What follows belongs to an exercise in optimizing a design on an open flow for small area, a short achievable clock period and few clock cycles; a production flow would make more cautious choices. Only simulation tests tie the RTL to the original design; equivalence was not proved. No activity file was given, so power comes from the tool's default toggle rates.

==> 03-12: inputs <==
// lc4_core
module lc4_core
   (input  wire        clk,
    input  wire        rst,
    output wire [15:0] o_cur_pc,
    input  wire [15:0] i_cur_insn,
    output wire [15:0] o_dmem_addr,
    input  wire [15:0] i_cur_dmem_data,
    output wire        o_dmem_we,
    output wire [15:0] o_dmem_towrite,
    output wire [1:0]  test_stall,
    output wire [15:0] test_cur_pc,
    output wire [15:0] test_cur_insn,
    output wire        test_regfile_we,
    output wire [2:0]  test_regfile_wsel,
    output wire [15:0] test_regfile_data,
    output wire        test_nzp_we,
    output wire [2:0]  test_nzp_new_bits,
    output wire        test_dmem_we,
    output wire [15:0] test_dmem_addr,
    output wire [15:0] test_dmem_data
    );
clock: 60.0 ns
lec_check: 0
cap_margin: 20
core_margin: 2
core_utilization: 50
cts_cluster_diameter: 100
cts_cluster_size: 20
slew_margin: 20
standard.sh (not shown) runs the stock make flow with config.mk's settings and CLKGATE_MAP_FILE= SYNTH_SCRIPT=/design/flow/synth_recipe.tcl, a recipe that flattens the netlist after the stock synthesis.
==> flow/flow/run.sh <==
#!/bin/bash
# Layout flow: the standard synthesis unchanged, then the standard ORFS
# layout steps, with two changes to how the layout is optimised (the clock,
# the SDC and every constraint stay the design's):
#  - the resizer's setup repair aims for extra slack (SETUP_SLACK_MARGIN), so
#    it sizes and buffers the critical paths instead of stopping at 60 ns;
#  - the port buffers are buf_2 cells instead of the default choice.
# Each run's full output goes to its own log here; ORFS's step logs are kept
# under orfs/logs/.
set -euo pipefail
bash standard.sh synth > synth.log 2>&1
bash standard.sh SETUP_SLACK_MARGIN=45 \
  "BUFFER_PORTS_ARGS=-buffer_cell sky130_fd_sc_hd__buf_2" finish > layout.log 2>&1
==> inputs of 04-24, as changes to 03-12 <==
--- a/flow/design.v
+++ b/flow/design.v
@@ -766,31 +766,32 @@
    reg [15:0] x_insn, x_pc, x_a;
    reg [2:0]  x_bsel;
    reg        w_valid;
    reg [15:0] w_pc, w_insn, w_val, w_addr;
    reg [2:0]  w_nzp;
    wire        x_stall;
    wire        x_rf_we, x_nzp_we, x_ldr;
-   wire [2:0]  x_wsel, x_nzp_alu, ld_nzp;
+   wire [2:0]  x_wsel, x_nzp_alu;
    wire [15:0] x_res, x_b;
    wire [15:0] f_insn = i_cur_insn;
    wire [3:0]  f_op   = f_insn[15:12];
    wire [2:0]  f_asel = (f_op == 4'b0010 || f_op == 4'b1101) ? f_insn[11:9] :
                         (f_op == 4'b1000) ? 3'd7 : f_insn[8:6];
    wire [2:0]  f_bsel = (f_op == 4'b0111) ? f_insn[11:9] : f_insn[2:0];
    wire [15:0] rf_a;
    wire        x_wr = x_valid & x_rf_we;
    lc4_regfile rf (.clk(clk), .rst(rst),
                    .i_rs(f_asel), .o_rs_data(rf_a),
                    .i_rt(x_bsel), .o_rt_data(x_b),
                    .i_rd(x_wsel), .i_wdata(x_res), .i_rd_we(x_wr & ~x_stall));
    wire [15:0] f_a = (x_wr && x_wsel == f_asel) ? x_res : rf_a;
-   wire [2:0]  f_nzp = ~(x_valid & x_nzp_we) ? nzp : x_ldr ? ld_nzp : x_nzp_alu;
+   wire [2:0]  f_nzp = ~(x_valid & x_nzp_we) ? nzp : x_nzp_alu;
    wire [15:0] f_npc;
-   lc4_nextpc npc (.i_pc(pc), .i_insn(f_insn), .i_nzp(f_nzp), .i_reg(f_a), .o_npc(f_npc));
+   lc4_nextpc npc (.i_pc(pc), .i_insn(f_insn), .i_nzp(f_nzp), .i_ld(x_valid & x_ldr),
+                   .i_ld_data(i_cur_dmem_data), .i_reg(f_a), .o_npc(f_npc));
    genvar i;
    wire [15:0] d_shifted;
    always @(posedge clk) begin
       if (rst) begin
          pc      <= 16'h8200;
          x_valid <= 1'b0;
       end else if (!x_stall) begin
@@ -837,17 +838,19 @@
                      x_arith ? sx5 :
                      (x_insn[8:7] == 2'b10) ? {{9{x_insn[6]}}, x_insn[6:0]} :
                      (x_insn[8:7] == 2'b11) ? {9'd0, x_insn[6:0]} : x_b;
    wire        x_neg = x_sub | x_cmp | x_dm;
    wire        x_sgn = x_cmp & ~x_insn[7];
    wire [16:0] sum;
    wire        sum_co;
-   lc4_add17 alu_add (.a(x_dm ? d_t1 : x_mm ? {1'b0, mul_x} : {x_sgn & x_a[15], x_a}),
-                      .b({x_sgn & op2[15], op2} ^ {17{x_neg}}),
-                      .ci(x_neg), .s(sum), .co(sum_co));
+   wire        x_link = x_jsrx | x_trap;              
+   lc4_add17 alu_add (.a(x_dm ? d_t1 : x_mm ? {1'b0, mul_x} : x_link ? {1'b0, x_pc} :
+                         {x_sgn & x_a[15], x_a}),
+                      .b(x_link ? 17'd0 : {x_sgn & op2[15], op2} ^ {17{x_neg}}),
+                      .ci(x_neg | x_link), .s(sum), .co(sum_co));
    wire        c_lt = sum[16];
    wire        c_eq = (sum[15:0] == 16'd0);
    wire [15:0] x_a_rev, onehot;
    for (i = 0; i < 16; i = i + 1) begin : g_rev
       assign x_a_rev[i] = x_a[15-i];
       assign onehot[i]  = (x_insn[3:0] == i);
    end
@@ -875,61 +878,56 @@
       else case (x_insn[4:3])
              2'b00: lg = x_a & x_b;
              2'b01: lg = ~x_a;
              2'b10: lg = x_a | x_b;
              default: lg = x_a ^ x_b;
            endcase
    end
-   wire [15:0] x_pc1;
-   wire [16:0] xpc_c;
-   assign xpc_c[0] = 1'b1;
-   for (i = 0; i < 16; i = i + 1) begin : g_xpc1
-      assign x_pc1[i]    = x_pc[i] ^ xpc_c[i];
-      assign xpc_c[i+1]  = x_pc[i] & xpc_c[i];
-   end
    wire s_sum  = x_arith & ~x_mul & ~x_div;
    wire s_prod = (x_arith & x_mul) | x_sll;
    wire s_rsh  = x_shr;
    wire s_quo  = x_div & ~div0;
    wire s_rem  = x_mod & ~div0;
-   wire [15:0] res =
+   wire [15:0] res_nl =
       ({16{s_sum}}   & sum[15:0]) |
       ({16{s_prod}}  & prod) |
       ({16{s_rsh}}   & (prod_rev | sra_fill)) |
       ({16{s_quo}}   & quo) |
       ({16{s_rem}}   & rem) |
       ({16{x_logic}} & lg) |
-      ({16{x_ldr}}   & i_cur_dmem_data) |
       ({16{x_const}} & {{7{x_insn[8]}}, x_insn[8:0]}) |
       ({16{x_hic}}   & {x_insn[7:0], x_a[7:0]}) |
-      ({16{x_jsrx | x_trap}} & x_pc1);
+      ({16{x_link}}  & sum[15:0]) |
+      ({16{x_str}}   & x_b);              
+   wire [15:0] res = x_ldr ? i_cur_dmem_data : res_nl;
    assign x_res = res;
-   wire [2:0] res_nzp = {res[15], res == 16'd0, ~res[15] & (res != 16'd0)};
+   wire [2:0] res_nzp = {res_nl[15], res_nl == 16'd0, ~res_nl[15] & (res_nl != 16'd0)};
    assign x_nzp_alu = x_cmp ? {c_lt, c_eq, ~c_lt & ~c_eq} : res_nzp;
-   wire   ld_zero = (i_cur_dmem_data == 16'd0);
-   assign ld_nzp  = {i_cur_dmem_data[15], ld_zero, ~i_cur_dmem_data[15] & ~ld_zero};
+   wire       ld_zero = (i_cur_dmem_data == 16'd0);
+   wire [2:0] x_nzp   = x_ldr ? {i_cur_dmem_data[15], ld_zero, ~i_cur_dmem_data[15] & ~ld_zero}
+                              : x_nzp_alu;
    always @(posedge clk) begin
       if (rst)
         nzp <= 3'b000;
       else if (x_valid & x_nzp_we & ~x_stall)
-        nzp <= x_nzp_alu;
+        nzp <= x_nzp;
    end
    assign o_dmem_addr    = addr;
    assign o_dmem_we      = x_valid & x_str;
    assign o_dmem_towrite = x_b;
    always @(posedge clk) begin
       if (rst)
         w_valid <= 1'b0;
       else
         w_valid <= x_valid & ~x_stall;
       w_pc   <= x_pc;
       w_insn <= x_insn;
-      w_nzp  <= x_nzp_alu;
+      w_nzp  <= x_nzp;
       w_addr <= addr;
-      w_val  <= x_str ? x_b : res;
+      w_val  <= res;
    end
    wire [3:0] w_op = w_insn[15:12];
    wire w_jsrx = (w_op == 4'b0100) | (w_op == 4'b1111);
    wire w_rf   = (w_op == 4'b0001) | (w_op == 4'b0100) | (w_op == 4'b0101) |
                  (w_op == 4'b0110) | (w_op == 4'b1001) | (w_op == 4'b1010) |
                  (w_op == 4'b1101) | (w_op == 4'b1111);
    assign test_stall        = {1'b0, ~w_valid};
@@ -964,32 +962,38 @@
    wire        a_up = a_lo[6] & ~i_off[5];
    wire        a_dn = ~a_lo[6] & i_off[5];
    assign o_addr = {a_up ? a_inc : a_dn ? a_dec : a_hi, a_lo[5:0]};
 endmodule
 module lc4_nextpc
    (input  wire [15:0] i_pc,
     input  wire [15:0] i_insn,
-    input  wire [2:0]  i_nzp,
+    input  wire [2:0]  i_nzp,       
+    input  wire        i_ld,        
+    input  wire [15:0] i_ld_data,
     input  wire [15:0] i_reg,
     output wire [15:0] o_npc);
    genvar i;
-   wire f_taken = |(i_insn[11:9] & i_nzp);
+   wire       ld_zero = (i_ld_data == 16'd0);
+   wire [2:0] ld_nzp  = {i_ld_data[15], ld_zero, ~i_ld_data[15] & ~ld_zero};
+   wire f_taken = |(i_insn[11:9] & (i_ld ? ld_nzp : i_nzp));
    wire [15:0] pc1;
    wire [16:0] pc_c;
    assign pc_c[0] = 1'b1;
    for (i = 0; i < 16; i = i + 1) begin : g_pc1
       assign pc1[i]    = i_pc[i] ^ pc_c[i];
       assign pc_c[i+1] = i_pc[i] & pc_c[i];
    end
    wire [9:0]  lo9  = {1'b0, pc1[8:0]} + {1'b0, i_insn[8:0]};
    wire [6:0]  h7   = pc1[15:9];
    wire [6:0]  h7_p = h7 + 7'd1;
    wire [6:0]  h7_m = h7 - 7'd1;
    wire [6:0]  t9_hi = (lo9[9] & ~i_insn[8]) ? h7_p : (~lo9[9] & i_insn[8]) ? h7_m : h7;
-   wire [2:0]  mid  = {1'b0, pc1[10:9]} + {1'b0, i_insn[10:9]} + {2'd0, lo9[9]};
+   wire [2:0]  mid0 = {1'b0, pc1[10:9]} + {1'b0, i_insn[10:9]};
+   wire [2:0]  mid1 = {1'b0, pc1[10:9]} + {1'b0, i_insn[10:9]} + 3'd1;
+   wire [2:0]  mid  = lo9[9] ? mid1 : mid0;
    wire [4:0]  h5   = pc1[15:11];
    wire [4:0]  h5_p = h5 + 5'd1;
    wire [4:0]  h5_m = h5 - 5'd1;
    wire [4:0]  t11_hi = (mid[2] & ~i_insn[10]) ? h5_p : (~mid[2] & i_insn[10]) ? h5_m : h5;
    wire        f_br  = (i_insn[15:12] == 4'b0000);
    wire [15:0] f_tgt = f_br ? {t9_hi, lo9[8:0]} : {t11_hi, mid[1:0], lo9[8:0]};
    wire f_jmp   = (i_insn[15:11] == 5'b11001);
==> flow/flow/run.sh (replaced) <==
#!/bin/bash
# Layout flow: the standard synthesis unchanged, then the standard ORFS
# layout steps, with two changes to how the layout is optimised (the clock,
# the SDC and every constraint stay the design's):
#  - the resizer's setup repair aims for extra slack (SETUP_SLACK_MARGIN), so
#    it sizes and buffers the critical paths instead of stopping at 60 ns;
#  - the port buffers are buf_1 cells instead of the default choice.
# Each run's full output goes to its own log here; ORFS's step logs are kept
# under orfs/logs/.
set -euo pipefail
bash standard.sh synth > synth.log 2>&1
bash standard.sh SETUP_SLACK_MARGIN=45 \
  "BUFFER_PORTS_ARGS=-buffer_cell sky130_fd_sc_hd__buf_1" finish > layout.log 2>&1
==> flow_summary_export.csv <==
group,metric,value,unit
clock_network,number_of_setup_buffers_added_after_cts,4,
power,cellPowerDensity,41.96,nW/um^2
floorplanning,chipWidth,217.1,um
finish,insertedDiodeCount,2,
outcome,run_status,"no timing/DRC/antenna violations",
finish,finish.instance_area,25130,um^2
synth,post_synth_inst_count,2546,
synth,netlist-cell-type-count,108,
route,wl_per_cell,29.66,um
power,share_clk_of_total_power,0.136,
finish,layout.cells.most_common,"sky130_fd_sc_hd__nor2_1",
floorplanning,die_area,47120,um^2
finish,layout_common_cells,"sky130_fd_sc_hd__nor2_1, sky130_fd_sc_hd__nand2_1, sky130_fd_sc_hd__a21oi_1",
route,route.detailed.vias_per_inst,6.576,
global_routing,grt_met2_use,0.6322,
the above is filed under 04-24

==> flow_summary_export.csv <==
group,metric,value,unit
route,route.detailed.vias_per_inst,6.536,
finish,insertedDiodeCount,5,
outcome,run_status,"no timing/DRC/antenna violations",
clock_network,number_of_setup_buffers_added_after_cts,13,
global_routing,globalRoute.totalOverflow,0,
finish,layout_common_cells,"sky130_fd_sc_hd__nand2_1, sky130_fd_sc_hd__nor2_1, sky130_fd_sc_hd__a21oi_1",
finish,layout.cells.most_common,"sky130_fd_sc_hd__nand2_1",
synth,post_synth_inst_count,2588,
global_routing,grt_met2_use,0.6102,
floorplanning,die_area,47100,um^2
power,cellPowerDensity,42.98,nW/um^2
floorplanning,chipWidth,217.0,um
synth,netlist-cell-type-count,89,
power,share_clk_of_total_power,0.134,
the above is filed under 03-12

Testbench counts of 03-12, summed over its fixed seeds: cycles 49,549.
Testbench counts of 04-24, summed over its fixed seeds: cycles 49,549.

---

==> violet <==
Another version of the RTL of lc4_core (not shown whole).
// lc4_core
module lc4_core
   (input  wire        clk,
    input  wire        rst,
    output wire [15:0] o_cur_pc,
    input  wire [15:0] i_cur_insn,
    output wire [15:0] o_dmem_addr,
    input  wire [15:0] i_cur_dmem_data,
    output wire        o_dmem_we,
    output wire [15:0] o_dmem_towrite,
    output wire [1:0]  test_stall,
    output wire [15:0] test_cur_pc,
    output wire [15:0] test_cur_insn,
    output wire        test_regfile_we,
    output wire [2:0]  test_regfile_wsel,
    output wire [15:0] test_regfile_data,
    output wire        test_nzp_we,
    output wire [2:0]  test_nzp_new_bits,
    output wire        test_dmem_we,
    output wire [15:0] test_dmem_addr,
    output wire [15:0] test_dmem_data
    );
export LEC_CHECK = 0
export CAP_MARGIN = 20
export CORE_MARGIN = 2
export CORE_UTILIZATION = 50
export CTS_CLUSTER_DIAMETER = 100
export CTS_CLUSTER_SIZE = 20
export SLEW_MARGIN = 20
create_clock -name core_clock -period 60.0 [get_ports {clk}]
==> flow/flow/run.sh <==
#!/bin/bash
# Layout flow: the standard synthesis unchanged, then the standard ORFS
# layout steps, with two changes to how the layout is optimised (the clock,
# the SDC and every constraint stay the design's):
#  - the resizer's setup repair aims for extra slack (SETUP_SLACK_MARGIN), so
#    it sizes and buffers the critical paths instead of stopping at 60 ns;
#  - the port buffers are buf_2 cells instead of the default choice.
# Each run's full output goes to its own log here; ORFS's step logs are kept
# under orfs/logs/.
set -euo pipefail
bash standard.sh synth > synth.log 2>&1
bash standard.sh SETUP_SLACK_MARGIN=45 \
  "BUFFER_PORTS_ARGS=-buffer_cell sky130_fd_sc_hd__buf_2" finish > layout.log 2>&1
==> inputs of maple, as changes to violet <==
--- a/flow/design.v
+++ b/flow/design.v
@@ -296,34 +296,29 @@
     input  wire        i_go,         
     input  wire [15:0] i_dividend,   
     input  wire [15:0] i_divisor,
     input  wire        i_div0,       
     output wire        o_done,       
     output wire [15:0] o_shifted,    
     output wire [15:0] o_quotient,
-    output wire [15:0] o_remainder,
-    output wire [16:0] o_t1,         
-    input  wire [15:0] i_d1,         
-    input  wire        i_q1);        
+    output wire [15:0] o_remainder);
    reg        busy;
    reg [2:0]  k;
    reg [15:0] rr;
    wire [15:0] a = i_dividend;
    wire [15:0] b = i_divisor;
    wire [16:0] cmp_s;
    wire        cmp_c;
    lc4_add17 cmp (.a({3'd0, a[15:2]}), .b(~{1'b0, b}), .ci(1'b1), .s(cmp_s), .co(cmp_c));
    wire fast = ~busy & ~cmp_c;
    wire [15:0] rin  = fast ? {2'd0, a[15:2]} : busy ? rr : 16'd0;
    wire [1:0]  bits = fast ? a[1:0] : a[15:14];
    wire [15:0] rs1, rs0;
    wire [1:0]  qc;
-   assign o_t1  = {rin, bits[1]};
-   assign qc[1] = i_q1;
-   assign rs1   = i_q1 ? i_d1 : o_t1[15:0];
+   lc4_div_row row1 (.i_r(rin), .i_bit(bits[1]), .i_b(b), .o_q(qc[1]), .o_r(rs1));
    lc4_div_row row0 (.i_r(rs1), .i_bit(bits[0]), .i_b(b), .o_q(qc[0]), .o_r(rs0));
    assign o_done      = i_div0 | fast | (busy & (k == 3'd0));
    assign o_shifted   = {a[13:0], qc};
    assign o_quotient  = {busy ? a[13:0] : 14'd0, qc};
    assign o_remainder = rs0;
    always @(posedge clk) begin
       if (rst)
@@ -346,16 +341,15 @@
    assign o_r = o_q ? d[15:0] : t[15:0];
 endmodule
 `timescale 1ns / 1ps
 `default_nettype none
 module lc4_mul16
    (input  wire [15:0] i_a,
     input  wire [15:0] i_b,
-    output wire [15:0] o_x,
-    output wire [15:0] o_y);
+    output wire [15:0] o_p);
    wire pp0_0 = i_a[0] & i_b[0];
    wire pp0_1 = i_a[0] & i_b[1];
    wire pp0_2 = i_a[0] & i_b[2];
    wire pp0_3 = i_a[0] & i_b[3];
    wire pp0_4 = i_a[0] & i_b[4];
    wire pp0_5 = i_a[0] & i_b[5];
    wire pp0_6 = i_a[0] & i_b[6];
@@ -704,16 +698,16 @@
    lc4_fa fa106 (.a(c97), .b(s98), .c(s99), .s(s106), .co(c106));
    wire s107, c107;
    lc4_fa fa107 (.a(c98), .b(c99), .c(s100), .s(s107), .co(c107));
    wire s108, c108;
    lc4_fa fa108 (.a(c106), .b(s107), .c(s101), .s(s108), .co(c108));
    wire [15:0] xx = {s108, c105, c104, c103, c102, s102, c92, c91, s91, c73, s73, c44, s44, s0, pp0_1, pp0_0};
    wire [15:0] yy = {1'b0, s106, s105, s104, s103, 1'b0, s93, s92, 1'b0, s74, 1'b0, s45, 1'b0, 1'b0, pp1_0, 1'b0};
-   assign o_x = xx;
-   assign o_y = yy;
+   wire        co_unused;
+   lc4_add16 fin (.a(xx), .b(yy), .ci(1'b0), .s(o_p), .co(co_unused));
 endmodule
 module lc4_fa(input wire a, b, c, output wire s, co);
    assign s  = a ^ b ^ c;
    assign co = (a & b) | (a & c) | (b & c);
 endmodule
 `timescale 1ns / 1ps
 `default_nettype none
@@ -766,32 +760,31 @@
    reg [15:0] x_insn, x_pc, x_a;
    reg [2:0]  x_bsel;
    reg        w_valid;
    reg [15:0] w_pc, w_insn, w_val, w_addr;
    reg [2:0]  w_nzp;
    wire        x_stall;
    wire        x_rf_we, x_nzp_we, x_ldr;
-   wire [2:0]  x_wsel, x_nzp_alu;
+   wire [2:0]  x_wsel, x_nzp_alu, ld_nzp;
    wire [15:0] x_res, x_b;
    wire [15:0] f_insn = i_cur_insn;
    wire [3:0]  f_op   = f_insn[15:12];
    wire [2:0]  f_asel = (f_op == 4'b0010 || f_op == 4'b1101) ? f_insn[11:9] :
                         (f_op == 4'b1000) ? 3'd7 : f_insn[8:6];
    wire [2:0]  f_bsel = (f_op == 4'b0111) ? f_insn[11:9] : f_insn[2:0];
    wire [15:0] rf_a;
    wire        x_wr = x_valid & x_rf_we;
    lc4_regfile rf (.clk(clk), .rst(rst),
                    .i_rs(f_asel), .o_rs_data(rf_a),
                    .i_rt(x_bsel), .o_rt_data(x_b),
                    .i_rd(x_wsel), .i_wdata(x_res), .i_rd_we(x_wr & ~x_stall));
    wire [15:0] f_a = (x_wr && x_wsel == f_asel) ? x_res : rf_a;
-   wire [2:0]  f_nzp = ~(x_valid & x_nzp_we) ? nzp : x_nzp_alu;
+   wire [2:0]  f_nzp = ~(x_valid & x_nzp_we) ? nzp : x_ldr ? ld_nzp : x_nzp_alu;
    wire [15:0] f_npc;
-   lc4_nextpc npc (.i_pc(pc), .i_insn(f_insn), .i_nzp(f_nzp), .i_ld(x_valid & x_ldr),
-                   .i_ld_data(i_cur_dmem_data), .i_reg(f_a), .o_npc(f_npc));
+   lc4_nextpc npc (.i_pc(pc), .i_insn(f_insn), .i_nzp(f_nzp), .i_reg(f_a), .o_npc(f_npc));
    genvar i;
    wire [15:0] d_shifted;
    always @(posedge clk) begin
       if (rst) begin
          pc      <= 16'h8200;
          x_valid <= 1'b0;
       end else if (!x_stall) begin
@@ -826,53 +819,46 @@
    wire x_sll   = x_shift & (x_insn[5:4] == 2'b00);
    assign x_rf_we  = x_arith | x_jsrx | x_logic | x_ldr | x_const | x_shift | x_hic | x_trap;
    assign x_nzp_we = x_rf_we | x_cmp;
    assign x_wsel   = (x_jsrx | x_trap) ? 3'd7 : x_insn[11:9];
    wire [15:0] addr;
    lc4_agen agen (.i_base(x_a), .i_off(x_insn[5:0]), .o_addr(addr));
    wire [15:0] sx5 = {{11{x_insn[4]}}, x_insn[4:0]};
-   wire        x_dm  = x_div | x_mod;
-   wire        x_mm  = x_mul | (x_shift & ~x_mod);    
-   wire [16:0] d_t1;
-   wire [15:0] op2 = x_mm ? mul_y :
-                     (x_ari_r | x_mod) ? x_b :
-                     x_arith ? sx5 :
+   wire [15:0] op2 = x_arith ? (x_insn[5] ? sx5 : x_b) :
                      (x_insn[8:7] == 2'b10) ? {{9{x_insn[6]}}, x_insn[6:0]} :
                      (x_insn[8:7] == 2'b11) ? {9'd0, x_insn[6:0]} : x_b;
-   wire        x_neg = x_sub | x_cmp | x_dm;
+   wire        x_neg = x_sub | x_cmp;
    wire        x_sgn = x_cmp & ~x_insn[7];
    wire [16:0] sum;
    wire        sum_co;
-   lc4_add17 alu_add (.a(x_dm ? d_t1 : x_mm ? {1'b0, mul_x} : {x_sgn & x_a[15], x_a}),
+   lc4_add17 alu_add (.a({x_sgn & x_a[15], x_a}),
                       .b({x_sgn & op2[15], op2} ^ {17{x_neg}}),
                       .ci(x_neg), .s(sum), .co(sum_co));
    wire        c_lt = sum[16];
    wire        c_eq = (sum[15:0] == 16'd0);
    wire [15:0] x_a_rev, onehot;
    for (i = 0; i < 16; i = i + 1) begin : g_rev
       assign x_a_rev[i] = x_a[15-i];
       assign onehot[i]  = (x_insn[3:0] == i);
    end
    wire [15:0] m_a = x_shr ? x_a_rev : x_a;
    wire [15:0] m_b = x_shift ? onehot : x_b;
-   wire [15:0] prod, prod_rev, mul_x, mul_y;
-   lc4_mul16 mul (.i_a(m_a), .i_b(m_b), .o_x(mul_x), .o_y(mul_y));
-   assign prod = sum[15:0];                      
+   wire [15:0] prod, prod_rev;
+   lc4_mul16 mul (.i_a(m_a), .i_b(m_b), .o_p(prod));
    for (i = 0; i < 16; i = i + 1) begin : g_prev
       assign prod_rev[i] = prod[15-i];
    end
    wire [15:0] sra_fill = {16{x_a[15] & ~x_insn[5]}} & ~(16'hFFFF >> x_insn[3:0]);
    wire        div0 = (x_b == 16'd0);
    wire        d_done;
    wire [15:0] quo, rem;
    lc4_divider div (.clk(clk), .rst(rst), .i_go(x_valid & (x_div | x_mod)),
                     .i_dividend(x_a), .i_divisor(x_b), .i_div0(div0),
                     .o_done(d_done), .o_shifted(d_shifted),
-                    .o_quotient(quo), .o_remainder(rem),
-                    .o_t1(d_t1), .i_d1(sum[15:0]), .i_q1(sum_co));
+                    .o_quotient(quo), .o_remainder(rem));
    assign x_stall = x_valid & (x_div | x_mod) & ~d_done;
    reg [15:0] lg;
    always @* begin
       if (x_insn[5]) lg = x_a & sx5;
       else case (x_insn[4:3])
              2'b00: lg = x_a & x_b;
              2'b01: lg = ~x_a;
@@ -888,48 +874,47 @@
       assign xpc_c[i+1]  = x_pc[i] & xpc_c[i];
    end
    wire s_sum  = x_arith & ~x_mul & ~x_div;
    wire s_prod = (x_arith & x_mul) | x_sll;
    wire s_rsh  = x_shr;
    wire s_quo  = x_div & ~div0;
    wire s_rem  = x_mod & ~div0;
-   wire [15:0] res_nl =
+   wire [15:0] res =
       ({16{s_sum}}   & sum[15:0]) |
       ({16{s_prod}}  & prod) |
       ({16{s_rsh}}   & (prod_rev | sra_fill)) |
       ({16{s_quo}}   & quo) |
       ({16{s_rem}}   & rem) |
       ({16{x_logic}} & lg) |
+      ({16{x_ldr}}   & i_cur_dmem_data) |
       ({16{x_const}} & {{7{x_insn[8]}}, x_insn[8:0]}) |
       ({16{x_hic}}   & {x_insn[7:0], x_a[7:0]}) |
       ({16{x_jsrx | x_trap}} & x_pc1);
-   wire [15:0] res = x_ldr ? i_cur_dmem_data : res_nl;
    assign x_res = res;
-   wire [2:0] res_nzp = {res_nl[15], res_nl == 16'd0, ~res_nl[15] & (res_nl != 16'd0)};
+   wire [2:0] res_nzp = {res[15], res == 16'd0, ~res[15] & (res != 16'd0)};
    assign x_nzp_alu = x_cmp ? {c_lt, c_eq, ~c_lt & ~c_eq} : res_nzp;
-   wire       ld_zero = (i_cur_dmem_data == 16'd0);
-   wire [2:0] x_nzp   = x_ldr ? {i_cur_dmem_data[15], ld_zero, ~i_cur_dmem_data[15] & ~ld_zero}
-                              : x_nzp_alu;
+   wire   ld_zero = (i_cur_dmem_data == 16'd0);
+   assign ld_nzp  = {i_cur_dmem_data[15], ld_zero, ~i_cur_dmem_data[15] & ~ld_zero};
    always @(posedge clk) begin
       if (rst)
         nzp <= 3'b000;
       else if (x_valid & x_nzp_we & ~x_stall)
-        nzp <= x_nzp;
+        nzp <= x_nzp_alu;
    end
    assign o_dmem_addr    = addr;
    assign o_dmem_we      = x_valid & x_str;
    assign o_dmem_towrite = x_b;
    always @(posedge clk) begin
       if (rst)
         w_valid <= 1'b0;
       else
         w_valid <= x_valid & ~x_stall;
       w_pc   <= x_pc;
       w_insn <= x_insn;
-      w_nzp  <= x_nzp;
+      w_nzp  <= x_nzp_alu;
       w_addr <= addr;
       w_val  <= x_str ? x_b : res;
    end
    wire [3:0] w_op = w_insn[15:12];
    wire w_jsrx = (w_op == 4'b0100) | (w_op == 4'b1111);
    wire w_rf   = (w_op == 4'b0001) | (w_op == 4'b0100) | (w_op == 4'b0101) |
                  (w_op == 4'b0110) | (w_op == 4'b1001) | (w_op == 4'b1010) |
@@ -966,38 +951,32 @@
    wire        a_up = a_lo[6] & ~i_off[5];
    wire        a_dn = ~a_lo[6] & i_off[5];
    assign o_addr = {a_up ? a_inc : a_dn ? a_dec : a_hi, a_lo[5:0]};
 endmodule
 module lc4_nextpc
    (input  wire [15:0] i_pc,
     input  wire [15:0] i_insn,
-    input  wire [2:0]  i_nzp,       
-    input  wire        i_ld,        
-    input  wire [15:0] i_ld_data,
+    input  wire [2:0]  i_nzp,
     input  wire [15:0] i_reg,
     output wire [15:0] o_npc);
    genvar i;
-   wire       ld_zero = (i_ld_data == 16'd0);
-   wire [2:0] ld_nzp  = {i_ld_data[15], ld_zero, ~i_ld_data[15] & ~ld_zero};
-   wire f_taken = |(i_insn[11:9] & (i_ld ? ld_nzp : i_nzp));
+   wire f_taken = |(i_insn[11:9] & i_nzp);
    wire [15:0] pc1;
    wire [16:0] pc_c;
    assign pc_c[0] = 1'b1;
    for (i = 0; i < 16; i = i + 1) begin : g_pc1
       assign pc1[i]    = i_pc[i] ^ pc_c[i];
       assign pc_c[i+1] = i_pc[i] & pc_c[i];
    end
    wire [9:0]  lo9  = {1'b0, pc1[8:0]} + {1'b0, i_insn[8:0]};
    wire [6:0]  h7   = pc1[15:9];
    wire [6:0]  h7_p = h7 + 7'd1;
    wire [6:0]  h7_m = h7 - 7'd1;
    wire [6:0]  t9_hi = (lo9[9] & ~i_insn[8]) ? h7_p : (~lo9[9] & i_insn[8]) ? h7_m : h7;
-   wire [2:0]  mid0 = {1'b0, pc1[10:9]} + {1'b0, i_insn[10:9]};
-   wire [2:0]  mid1 = {1'b0, pc1[10:9]} + {1'b0, i_insn[10:9]} + 3'd1;
-   wire [2:0]  mid  = lo9[9] ? mid1 : mid0;
+   wire [2:0]  mid  = {1'b0, pc1[10:9]} + {1'b0, i_insn[10:9]} + {2'd0, lo9[9]};
    wire [4:0]  h5   = pc1[15:11];
    wire [4:0]  h5_p = h5 + 5'd1;
    wire [4:0]  h5_m = h5 - 5'd1;
    wire [4:0]  t11_hi = (mid[2] & ~i_insn[10]) ? h5_p : (~mid[2] & i_insn[10]) ? h5_m : h5;
    wire        f_br  = (i_insn[15:12] == 4'b0000);
    wire [15:0] f_tgt = f_br ? {t9_hi, lo9[8:0]} : {t11_hi, mid[1:0], lo9[8:0]};
    wire f_jmp   = (i_insn[15:11] == 5'b11001);
==> flow/run.sh (new file) <==
#!/bin/bash
# synth_recipe.tcl (not shown) runs the flow's synth.tcl, then flattens the netlist and writes it again
# the make line also repeats each setting of config.mk as NAME=value (left out here)
make -C /OpenROAD-flow-scripts/flow DESIGN_CONFIG=/design/flow/config.mk WORK_HOME=/design/flow/orfs CLKGATE_MAP_FILE= SYNTH_SCRIPT=/design/flow/synth_recipe.tcl finish
==> flow/config.mk (replaced) <==
export PLATFORM = sky130hd
export DESIGN_NAME = lc4_core
export DESIGN_NICKNAME = lc4_core
export VERILOG_FILES = /design/flow/design.v
export SDC_FILE = /design/flow/constraint.sdc
export NUM_CORES = 4
export LEC_CHECK = 0
export CAP_MARGIN = 20
export CORE_MARGIN = 2
export CORE_UTILIZATION = 40
export CTS_CLUSTER_DIAMETER = 100
export CTS_CLUSTER_SIZE = 20
export SLEW_MARGIN = 20
removed: flow/flow/run.sh
removed: flow/standard.sh
==> results.py <==
metrics = {
    "outcome": {
        "outcome": "finished clean",
    },
    "logic_synthesis": {
        "ys_seq_area_share_pct": 31.2,
        "syn_nets": 2926,
    },
    "sta": {
        "whs_ns": 0.390,
    },
    "detailed_routing": {
        "drt_iter0_drc": 2433,
    },
    "power": {
        "powerDensity_mw_per_mm2": 57.4,
    },
}
the above is filed under maple

==> results.py <==
metrics = {
    "power": {
        "powerDensity_mw_per_mm2": 38.7,
    },
    "min_path": {
        "min_path_cells": 0,
    },
    "outcome": {
        "outcome": "finished clean",
    },
    "logic_synthesis": {
        "syn_nets": 2869,
    },
    "global_route": {
        "grt_util_met1_pct": 52.9,
    },
}
the above is filed under violet

Testbench counts of violet, summed over its fixed seeds: cycles 49,549.
Testbench counts of maple, summed over its fixed seeds: cycles 49,549.

afterwards: timing with drivers on the ports:
No port has a modelled driver above. Below, the same layouts with a new extraction and two added sets of constraints. Step 1 assumes that a clkbuf_16 drives the clock port and a buf_2 every other input. Step 2 also shifts input and output timing later by t, the mid clock arrival at the registers, as if the neighbouring blocks saw the same clock. Slacks: ideal ports / drivers / drivers and shift; pairs: ideal ports / drivers.
run | shift t [ns] | setup slack, ns | worst hold slack (ns) | worst setup path after step 2 | clock arrival spread, ns
03-12 | 0.621 | 44.976 / 44.914 / 44.526 | 0.372 / 0.372 / 0.372 | input to register | 0.043 / 0.043
04-24 | 0.611 | 44.938 / 44.879 / 44.643 | 0.378 / 0.378 / 0.378 | input to register | 0.030 / 0.030
violet | 0.603 | 44.907 / 44.844 / 44.595 | 0.399 / 0.399 / 0.399 | input to register | 0.024 / 0.023
maple | 0.605 | 43.619 / 43.559 / 43.069 | 0.390 / 0.390 / 0.390 | input to register | 0.028 / 0.027
After both steps setup and hold are still met in every run listed. For maple, which loses most, drivers alone change the setup slack by -0.060 ns; drivers and shift together by -0.550 ns.
